Source: an optimization exercise on an open RTL-to-GDS flow (aim: small area, a short achievable clock period and few clock cycles). Production flows keep margins and buffers that such runs may drop.
Where RTL was checked, it was by simulation tests only, not by an equivalence proof against the original.
Power is estimated from default activity; no workload was simulated.

north:
Design MU0, start of the top module:
module MU0(in_data, rst_n, clk,
           out_data, out_address, memrq, rnw);
For scale: roughly 380 cells after synthesis, ~51 flip-flops, roughly 48 I/O pins, ~3200 sq um of cells after synthesis.
export LEC_CHECK = 0
export CAP_MARGIN = 20
export CORE_MARGIN = 2
export CORE_UTILIZATION = 40
export SETUP_SLACK_MARGIN = 2.3
export SLEW_MARGIN = 20
create_clock -name core_clock -period 4.5 [get_ports {clk}]
standard.sh (not shown) runs the stock make flow with config.mk's settings and CLKGATE_MAP_FILE= SYNTH_SCRIPT=/design/flow/synth_recipe.tcl, a recipe that flattens the netlist after the stock synthesis.
==> flow/flow/run.sh <==
#!/bin/bash
set -euo pipefail
bash standard.sh BUFFER_PORTS_ARGS="-buffer_cell sky130_fd_sc_hd__buf_1" finish > standard.log 2>&1
Testbench counts of north, summed over its fixed seeds: cycles 33,132.
Input changes introduced in south (baseline for comparison: north):
- a change of SETUP_SLACK_MARGIN from 2.3 to 2.0
The post-route clock skew reported for south is smaller than that of north by 5.4 ps. Changes observed in south relative to north: detailed-routed wire length on met2 -about 19%; met3 track demand over resource -0.88 points. On fraction of synthesized cell area in xor and xnor cells, south and north are neck and neck.
### south -> east
- SETUP_SLACK_MARGIN changed from 2.0 to 2.6
==> summary.txt <==
- east vs. south: final period demand of the worst path has decreased; total power has increased.
- Net count reported at finish (higher): east

* * *

MU0, a different RTL version from the one above (not shown whole).
For scale: about 510 cells after synthesis, ~51 flip-flops, roughly 48 I/O pins, about 3300 µm² of cells after synthesis.
export LEC_CHECK = 0
export ABC_AREA = 1
export CAP_MARGIN = 20
export CORE_MARGIN = 2
export CORE_UTILIZATION = 40
export SETUP_SLACK_MARGIN = 1.5
export SLEW_MARGIN = 20
create_clock -name core_clock -period 4.5 [get_ports {clk}]
Scripts as last shown in full above: flow/flow/run.sh
Testbench counts at the start, summed over its fixed seeds: cycles 33,132.
==> next run, changes <==
Settings changed: ABC_AREA 1 to unset.
The changed run went through all stages and came out clean.
Setup slack degrades by 0.13 ns.
Non-clock buffer count rose by 7.
Die area fell by 11%.
Via count fell by 20%.
Core utilization rose by 2.0 points.
Design area fell by 8.0%.
Sequential power fell by about 2%.
Critical path depth rose by 8.
Register-to-register slack degrades by 0.34 ns.
Power fell by 12%.
Routed wire length fell by 11%.
==> next run, changes <==
==> flow/run.sh (new file) <==
#!/bin/bash
# synth_recipe.tcl (not shown) runs the flow's synth.tcl, then flattens the netlist and writes it again
# the make line also repeats each setting of config.mk as NAME=value (left out here)
make -C /OpenROAD-flow-scripts/flow DESIGN_CONFIG=/design/flow/config.mk WORK_HOME=/design/flow/orfs CLKGATE_MAP_FILE= SYNTH_SCRIPT=/design/flow/synth_recipe.tcl finish
Settings changed: SETUP_SLACK_MARGIN 1.5 to 2.0.
removed: flow/flow/run.sh
removed: flow/standard.sh
Worst hold slack is about the same.
Clock-buffer cell count is lower by 1.
Non-clock buffer count is higher by 2.
Global-route usage is higher by 0.31 points.
Final cell count is higher slightly.
Via count is higher slightly.
Design area is higher by roughly a tenth.
Die area is unchanged.
Total power is higher by a few percent.
Wire length is higher by a few percent.

* * *

MU0, a different RTL version from the one above (not shown whole).
Size in the first run: ~470 cells after synthesis, roughly 52 flip-flops, about 3100 µm² of cells after synthesis.
clock: 4.5 ns
lec_check: 0
abc_area: 1
cap_margin: 20
core_margin: 2
core_utilization: 40
setup_slack_margin: 2.2
slew_margin: 20
==> flow/flow/run.sh <==
#!/bin/bash
set -euo pipefail
bash standard.sh BUFFER_PORTS_ARGS="-buffer_cell sky130_fd_sc_hd__buf_1" finish > standard.log 2>&1
Edit:
SETUP_SLACK_MARGIN = 2.0   (was 2.2)
=>
- The new run finished clean
- design area drops by 3.0%
- worst hold slack barely changes
- synthesized area stays the same
- core utilization drops by 1.4 points
No run of this note included a check of the RTL's function; only the layout flow was run.

* * *

MU0, a different RTL version from the one above (not shown whole).
For scale: ~340 cells after synthesis, ~51 flip-flops, roughly 48 I/O pins.
export LEC_CHECK = 0
export CAP_MARGIN = 0
export CORE_MARGIN = 2
export CORE_UTILIZATION = 60
export SETUP_SLACK_MARGIN = 2.0
export SLEW_MARGIN = 0
create_clock -name core_clock -period 4.5 [get_ports {clk}]
Scripts as last shown in full above: flow/flow/run.sh
Testbench counts at the start, summed over its fixed seeds: cycles 33,132.
==> next run, changes <==
==> flow/config.mk (replaced) <==
export PLATFORM = sky130hd
export DESIGN_NAME = MU0
export DESIGN_NICKNAME = MU0
export VERILOG_FILES = /design/flow/design.v
export SDC_FILE = /design/flow/constraint.sdc
export NUM_CORES = 4
export LEC_CHECK = 0
export ABC_AREA = 1
export CAP_MARGIN = 20
export CORE_MARGIN = 2
export CORE_UTILIZATION = 40
export CTS_CLUSTER_DIAMETER = 100
export CTS_CLUSTER_SIZE = 50
export SETUP_SLACK_MARGIN = 2.2
export SLEW_MARGIN = 20
Setup slack improved by 290 ps.
Die area rises by well over a third.
Clock-buffer cell count is unchanged.
Via count rises by roughly a tenth.
Sequential power falls by a few percent.
==> next run, changes <==
==> flow/config.mk (replaced) <==
export PLATFORM = sky130hd
export DESIGN_NAME = MU0
export DESIGN_NICKNAME = MU0
export VERILOG_FILES = /design/flow/design.v
export SDC_FILE = /design/flow/constraint.sdc
export NUM_CORES = 4
export LEC_CHECK = 0
export CAP_MARGIN = 20
export CORE_MARGIN = 2
export CORE_UTILIZATION = 40
export SETUP_SLACK_MARGIN = 2.0
export SLEW_MARGIN = 20
Effect:
- final cell count is lower by about a fifth
- clock power is lower by roughly a tenth
- utilization is higher by 0.49 points
- total power is lower slightly
- sequential share of layout area is higher by 1.5 points
- final area is lower by a few percent
- routed wire length is lower by a few percent
==> next run, changes <==
--- a/flow/config.mk
+++ b/flow/config.mk
@@ -6,7 +6,8 @@
 export NUM_CORES = 4
 export LEC_CHECK = 0
+export ABC_AREA = 1
 export CAP_MARGIN = 20
 export CORE_MARGIN = 2
 export CORE_UTILIZATION = 40
-export SETUP_SLACK_MARGIN = 2.0
+export SETUP_SLACK_MARGIN = 2.6
 export SLEW_MARGIN = 20
Effect: Synthesized cell count rises by 38%; clock skew hardly moves; routed wire length rises by 23%.

* * *

run R:
The RTL this note starts from:
==> flow/design.v <==
module MU0(in_data, rst_n, clk,
           out_data, out_address, memrq, rnw);
    input  [15:0] in_data;
    input         rst_n, clk;
    output [15:0] out_data;
    output [11:0] out_address;
    output        memrq, rnw;
    reg         ex;      
    reg         fe;      
    reg         rs;      
    reg         sel;     
    reg         ka;      
    reg         ub;      
    reg         sb;      
    reg  [15:0] ir;
    reg  [11:0] pc;
    reg  [15:0] acc;
    wire [3:0] op   = ir[15:12];
    wire       hop  = op[3] | (op[2:0] == 3'b111);
    wire       dop  = ~op[3] & ~op[2];
    wire       jop  = ~op[3] & op[2] & ~(op[1] & op[0]);
    assign out_address = sel ? ir[11:0] : pc;
    assign memrq       = fe | rs | (ex & ~hop);
    assign rnw         = ~(ex & (op == 4'b0001));
    assign out_data    = acc;
    wire [15:0] a_op  = ka ? acc : 16'd0;
    wire [15:0] b_op  = (ub ? in_data : 16'd0) ^ {16{sb}};
    wire [16:0] sum   = {a_op, 1'b1} + {b_op, sb};
    wire [15:0] acc_n = sum[16:1];
    wire        pc_en = fe | (ex & jop);
    wire        nex   = fe | rs | (ex & jop);
    wire [3:0]  nop   = in_data[15:12];
    wire        neg   = acc[15] & ~rs;
    wire        nz    = (|acc) & ~rs;
    wire        ntake = (nop[1:0] == 2'b00) |
                        (nop[1:0] == 2'b01 & ~neg) |
                        (nop[1:0] == 2'b10 & nz);
    wire        sel_n = ~(ex & dop) & ~nop[3] & (~nop[2] | ntake);
    always @(posedge clk) begin
        ir  <= in_data;
        acc <= acc_n;
        if (~rst_n) begin
            ex  <= 1'b0;
            fe  <= 1'b0;
            rs  <= 1'b1;
            sel <= 1'b0;
            ka  <= 1'b0;
            ub  <= 1'b0;
            sb  <= 1'b0;
            pc  <= 12'd0;
        end else begin
            ex  <= nex;
            fe  <= ex & dop;
            rs  <= 1'b0;
            sel <= sel_n;
            ka  <= ~(nex & (nop == 4'b0000));
            ub  <= nex & ~nop[3] & ~nop[2] & (nop[1:0] != 2'b01);
            sb  <= nex & (nop == 4'b0011);
            if (pc_en)
                pc <= out_address + 12'd1;
        end
    end
endmodule
clock: 4.5 ns
lec_check: 0
abc_area: 1
cap_margin: 20
core_margin: 2
core_utilization: 40
setup_slack_margin: 2.4
slew_margin: 20
Scripts as last shown in full above: flow/flow/run.sh
Testbench counts of run R, summed over its fixed seeds: cycles 33,132.
Setup changes, run R to run X
--- a/flow/config.mk
+++ b/flow/config.mk
@@ -11,3 +11,3 @@
 export CORE_UTILIZATION = 40
-export SETUP_SLACK_MARGIN = 2.4
+export SETUP_SLACK_MARGIN = 2.0
 export SLEW_MARGIN = 20
## What came out
Clock share of power: run X > run R
There was hardly any difference in die area between run R and run X.
Reported for run R and run X, count of final max-slew check failures turned out identical to the last digit.
~same number of flip-flops and latches in run R and run X
[run X] global routing met1 resource utilization fell 2.0 points relative to run R
Run X leaves less setup margin than run R.
Compared with run R, routed length on met1 in run X decreased by a little under 10%.

* * *

Starts from the design.v that is shown in full above.
==> flow/config.mk <==
export PLATFORM = sky130hd
export DESIGN_NAME = MU0
export DESIGN_NICKNAME = MU0
export VERILOG_FILES = /design/flow/design.v
export SDC_FILE = /design/flow/constraint.sdc
export NUM_CORES = 4
export LEC_CHECK = 0
export ABC_AREA = 1
export CAP_MARGIN = 20
export CORE_MARGIN = 2
export CORE_UTILIZATION = 40
export SETUP_SLACK_MARGIN = 1.6
export SLEW_MARGIN = 20
==> flow/constraint.sdc <==
create_clock -name core_clock -period 4.5 [get_ports {clk}]
set_input_delay 0.9000 -clock core_clock [delete_from_list [all_inputs] [get_ports {clk}]]
set_output_delay 0.9000 -clock core_clock [all_outputs]
set_load 0.01 [all_outputs]
==> flow/flow/run.sh <==
#!/bin/bash
# The standard synthesis, then an area-recovering re-map of the
# combinational logic (flip-flops untouched), then the standard layout with
# plain buf_1 cells as the port buffers.
set -euo pipefail
R=orfs/results/$FLOW_PLATFORM/MU0/base
bash standard.sh synth > standard_synth.log 2>&1
cp $R/1_2_yosys.v orfs/1_2_yosys_standard.v
export LIB=$FLOW_HOME/platforms/$FLOW_PLATFORM/lib/sky130_fd_sc_hd__tt_025C_1v80.lib
export NETLIST_IN=orfs/1_2_yosys_standard.v NETLIST_OUT=orfs/1_2_yosys_remap.v
export ABC_SCRIPT=flow/remap.abc ABC_D=2300
YOSYS=$FLOW_HOME/../tools/install/yosys/bin/yosys
[ -x "$YOSYS" ] || YOSYS=yosys
$YOSYS -c flow/remap.tcl > remap.log 2>&1
cp orfs/1_2_yosys_remap.v $R/1_2_yosys.v
rm -f $R/1_synth.odb $R/1_synth.sdc
bash standard.sh BUFFER_PORTS_ARGS="-buffer_cell sky130_fd_sc_hd__buf_1" finish > standard.log 2>&1
==> flow/flow/remap.abc <==
strash
&get -n
&st
&syn2
&dch
&nf
&put
topo
buffer -c
upsize -c
dnsize -c
==> flow/flow/remap.tcl <==
# Re-map the combinational logic of the standard synthesis netlist with an
# area-recovering ABC script. Flip-flops are kept as they are (black boxes),
# so every register keeps its name and cell type.
yosys read_liberty -ignore_miss_func $::env(LIB)
yosys read_verilog $::env(NETLIST_IN)
yosys hierarchy -top $::env(FLOW_TOP)
yosys setattr -mod -set blackbox 1 sky130_fd_sc_hd__dfxtp_1
yosys flatten
yosys opt_clean -purge
yosys abc -liberty $::env(LIB) -dont_use sky130_fd_sc_hd__lpflow_bleeder_1 -dont_use sky130_fd_sc_hd__lpflow_clkbufkapwr_1 -dont_use sky130_fd_sc_hd__lpflow_clkbufkapwr_16 -dont_use sky130_fd_sc_hd__lpflow_clkbufkapwr_2 -dont_use sky130_fd_sc_hd__lpflow_clkbufkapwr_4 -dont_use sky130_fd_sc_hd__lpflow_clkbufkapwr_8 -dont_use sky130_fd_sc_hd__lpflow_clkinvkapwr_1 -dont_use sky130_fd_sc_hd__lpflow_clkinvkapwr_16 -dont_use sky130_fd_sc_hd__lpflow_clkinvkapwr_2 -dont_use sky130_fd_sc_hd__lpflow_clkinvkapwr_4 -dont_use sky130_fd_sc_hd__lpflow_clkinvkapwr_8 -dont_use sky130_fd_sc_hd__lpflow_decapkapwr_12 -dont_use sky130_fd_sc_hd__lpflow_decapkapwr_3 -dont_use sky130_fd_sc_hd__lpflow_decapkapwr_4 -dont_use sky130_fd_sc_hd__lpflow_decapkapwr_6 -dont_use sky130_fd_sc_hd__lpflow_decapkapwr_8 -dont_use sky130_fd_sc_hd__lpflow_inputiso0n_1 -dont_use sky130_fd_sc_hd__lpflow_inputiso0p_1 -dont_use sky130_fd_sc_hd__lpflow_inputiso1n_1 -dont_use sky130_fd_sc_hd__lpflow_inputiso1p_1 -dont_use sky130_fd_sc_hd__lpflow_inputisolatch_1 -dont_use sky130_fd_sc_hd__lpflow_isobufsrc_1 -dont_use sky130_fd_sc_hd__lpflow_isobufsrc_16 -dont_use sky130_fd_sc_hd__lpflow_isobufsrc_2 -dont_use sky130_fd_sc_hd__lpflow_isobufsrc_4 -dont_use sky130_fd_sc_hd__lpflow_isobufsrc_8 -dont_use sky130_fd_sc_hd__lpflow_isobufsrckapwr_16 -dont_use sky130_fd_sc_hd__lpflow_lsbuf_lh_hl_isowell_tap_1 -dont_use sky130_fd_sc_hd__lpflow_lsbuf_lh_hl_isowell_tap_2 -dont_use sky130_fd_sc_hd__lpflow_lsbuf_lh_hl_isowell_tap_4 -dont_use sky130_fd_sc_hd__lpflow_lsbuf_lh_isowell_4 -dont_use sky130_fd_sc_hd__lpflow_lsbuf_lh_isowell_tap_1 -dont_use sky130_fd_sc_hd__lpflow_lsbuf_lh_isowell_tap_2 -dont_use sky130_fd_sc_hd__lpflow_lsbuf_lh_isowell_tap_4 -dont_use sky130_fd_sc_hd__probe_p_8 -dont_use sky130_fd_sc_hd__probec_p_8  -script $::env(ABC_SCRIPT) -D $::env(ABC_D)
yosys opt_clean -purge
yosys hilomap -singleton -hicell sky130_fd_sc_hd__conb_1 HI -locell sky130_fd_sc_hd__conb_1 LO
yosys splitnets
yosys opt_clean -purge
yosys insbuf -buf sky130_fd_sc_hd__buf_4 A X
yosys check
yosys stat -liberty $::env(LIB)
yosys write_verilog -noattr -noexpr -nohex -nodec $::env(NETLIST_OUT)
Testbench counts at the start, summed over its fixed seeds: cycles 33,132.
Rerun with:
SETUP_SLACK_MARGIN = 2.0   (was 1.6)
TNS_END_PERCENT = 0   (was unset)
Result: Design area increases by 5.9%. Die area does not change. Utilization increases by 2.7 points. Final cell count increases by 2.7%.
Rerun with:
--- a/flow/flow/run.sh
+++ b/flow/flow/run.sh
@@ -11 +11 @@
-export ABC_SCRIPT=flow/remap.abc ABC_D=2300
+export ABC_SCRIPT=flow/remap.abc ABC_D=2000
==> flow/flow/remap.abc (replaced) <==
strash
dch
map -D 2000
topo
buffer -c
upsize -c
dnsize -c
SETUP_SLACK_MARGIN = 2.2   (was 2.0)
TNS_END_PERCENT = unset   (was 0)
Result: Worst setup slack gains 0.30 ns. Non-clock buffer count rises by 20. Clock-buffer cell count falls by 1.
Rerun with:
--- a/flow/flow/run.sh
+++ b/flow/flow/run.sh
@@ -11 +11 @@
-export ABC_SCRIPT=flow/remap.abc ABC_D=2000
+export ABC_SCRIPT=flow/remap.abc ABC_D=2300
==> flow/flow/remap.abc (replaced) <==
strash
&get -n
&st
&syn2
&dch
&nf
&put
topo
buffer -c
upsize -c
dnsize -c
SETUP_SLACK_MARGIN = 2.0   (was 2.2)
The changed run finished with timing, DRC and antenna clean.
Final area came out lower by 16%.
Routed wire length came out lower by 15%.
Core utilization came out lower by 2.5 points.
Setup slack loses 0.32 ns.
Sequential share of layout area came out higher by 5.1 points.
Synthesized cell count came out lower by 30%.
Rerun with:
--- a/flow/flow/run.sh
+++ b/flow/flow/run.sh
@@ -11 +11 @@
-export ABC_SCRIPT=flow/remap.abc ABC_D=2300
+export ABC_SCRIPT=flow/remap.abc ABC_D=2000
==> flow/flow/remap.abc (replaced) <==
strash
dch
map -D 2000
topo
buffer -c
upsize -c
dnsize -c
Result: The changed run produced a clean layout. Maximum frequency increases by 8.7%. Synthesized cell count increases by 42%. Die area increases by 13%. First-iteration DRC count decreases by 4.8%. Critical path depth increases by 1. Wire length increases by 12%. Core utilization decreases by 3.6 points. Area after synthesis increases by 13%. Final area increases by 5.2%. Global-route usage increases by 0.65 points. Flip-flop and latch count does not change.
Rerun with:
--- a/flow/flow/run.sh
+++ b/flow/flow/run.sh
@@ -11 +11 @@
-export ABC_SCRIPT=flow/remap.abc ABC_D=2000
+export ABC_SCRIPT=flow/remap.abc ABC_D=1800
==> flow/flow/remap.abc (replaced) <==
strash
dch
map -D 1800
topo
buffer -c
upsize -c
dnsize -c
SETUP_SLACK_MARGIN = 2.2   (was 2.0)
Effect:
- sequential share of layout area falls by 3.8 points
- die area climbs by 0.35%
- worst setup slack is better by 0.084 ns
- sequential power hardly moves
- total power drops by 1.1%
- combinational power increases by 16%

==> port drivers added, routing unchanged <==
The results above use ideal ports. As a check the final layouts listed here were re-extracted and re-timed, cells and wires unchanged.
Step 1: set_driving_cell puts a clkbuf_16 on clk and a buf_2 on each other input, an assumption about the parent block.
Step 2 also shifts input and output timing later by t, the mid clock arrival at the registers, as if the neighbouring blocks saw the same clock.
Slacks: ideal / step 1 / step 2; pairs: ideal / step 1.
run	t, ns	setup slack, ns	worst register clock-pin slew, ns
north	0.339	2.168 / 2.135 / 2.091	0.10 / 0.10
south	0.334	2.072 / 2.052 / 2.072	0.10 / 0.10
east	0.345	2.150 / 2.114 / 2.109	0.10 / 0.10
the first run of note 2	0.335	1.753 / 1.722 / 1.964	0.10 / 0.10
the second run of note 2	0.335	1.623 / 1.623 / 1.623	0.10 / 0.10
the third run of note 2	0.333	1.655 / 1.655 / 1.655	0.10 / 0.10
the first run of note 3	0.328	2.283 / 2.287 / 1.966	0.10 / 0.10
the second run of note 3	0.330	2.196 / 2.165 / 1.881	0.10 / 0.10
the first run of note 4	0.323	2.007 / 2.000 / 1.677	0.09 / 0.09
the second run of note 4	0.327	2.294 / 2.264 / 1.991	0.09 / 0.09
the third run of note 4	0.327	1.943 / 1.924 / 1.597	0.10 / 0.10
the fourth run of note 4	0.335	2.304 / 2.305 / 1.970	0.10 / 0.10
run R	0.335	2.356 / 2.326 / 2.042	0.10 / 0.10
run X	0.329	2.155 / 2.125 / 1.866	0.09 / 0.09
the first run of note 6	0.328	1.765 / 1.770 / 1.442	0.09 / 0.09
the second run of note 6	0.328	1.923 / 1.901 / 1.573	0.09 / 0.09
the third run of note 6	0.331	2.223 / 2.211 / 1.893	0.10 / 0.10
the fourth run of note 6	0.327	1.906 / 1.884 / 1.557	0.10 / 0.10
the fifth run of note 6	0.330	2.114 / 2.118 / 1.788	0.09 / 0.09
the sixth run of note 6	0.330	2.198 / 2.166 / 1.836	0.10 / 0.10
After both steps setup and hold are still met in every run listed. The setup slack of the sixth run of note 6, which loses most, moves by -0.032 ns with the drivers and by -0.362 ns with both steps.
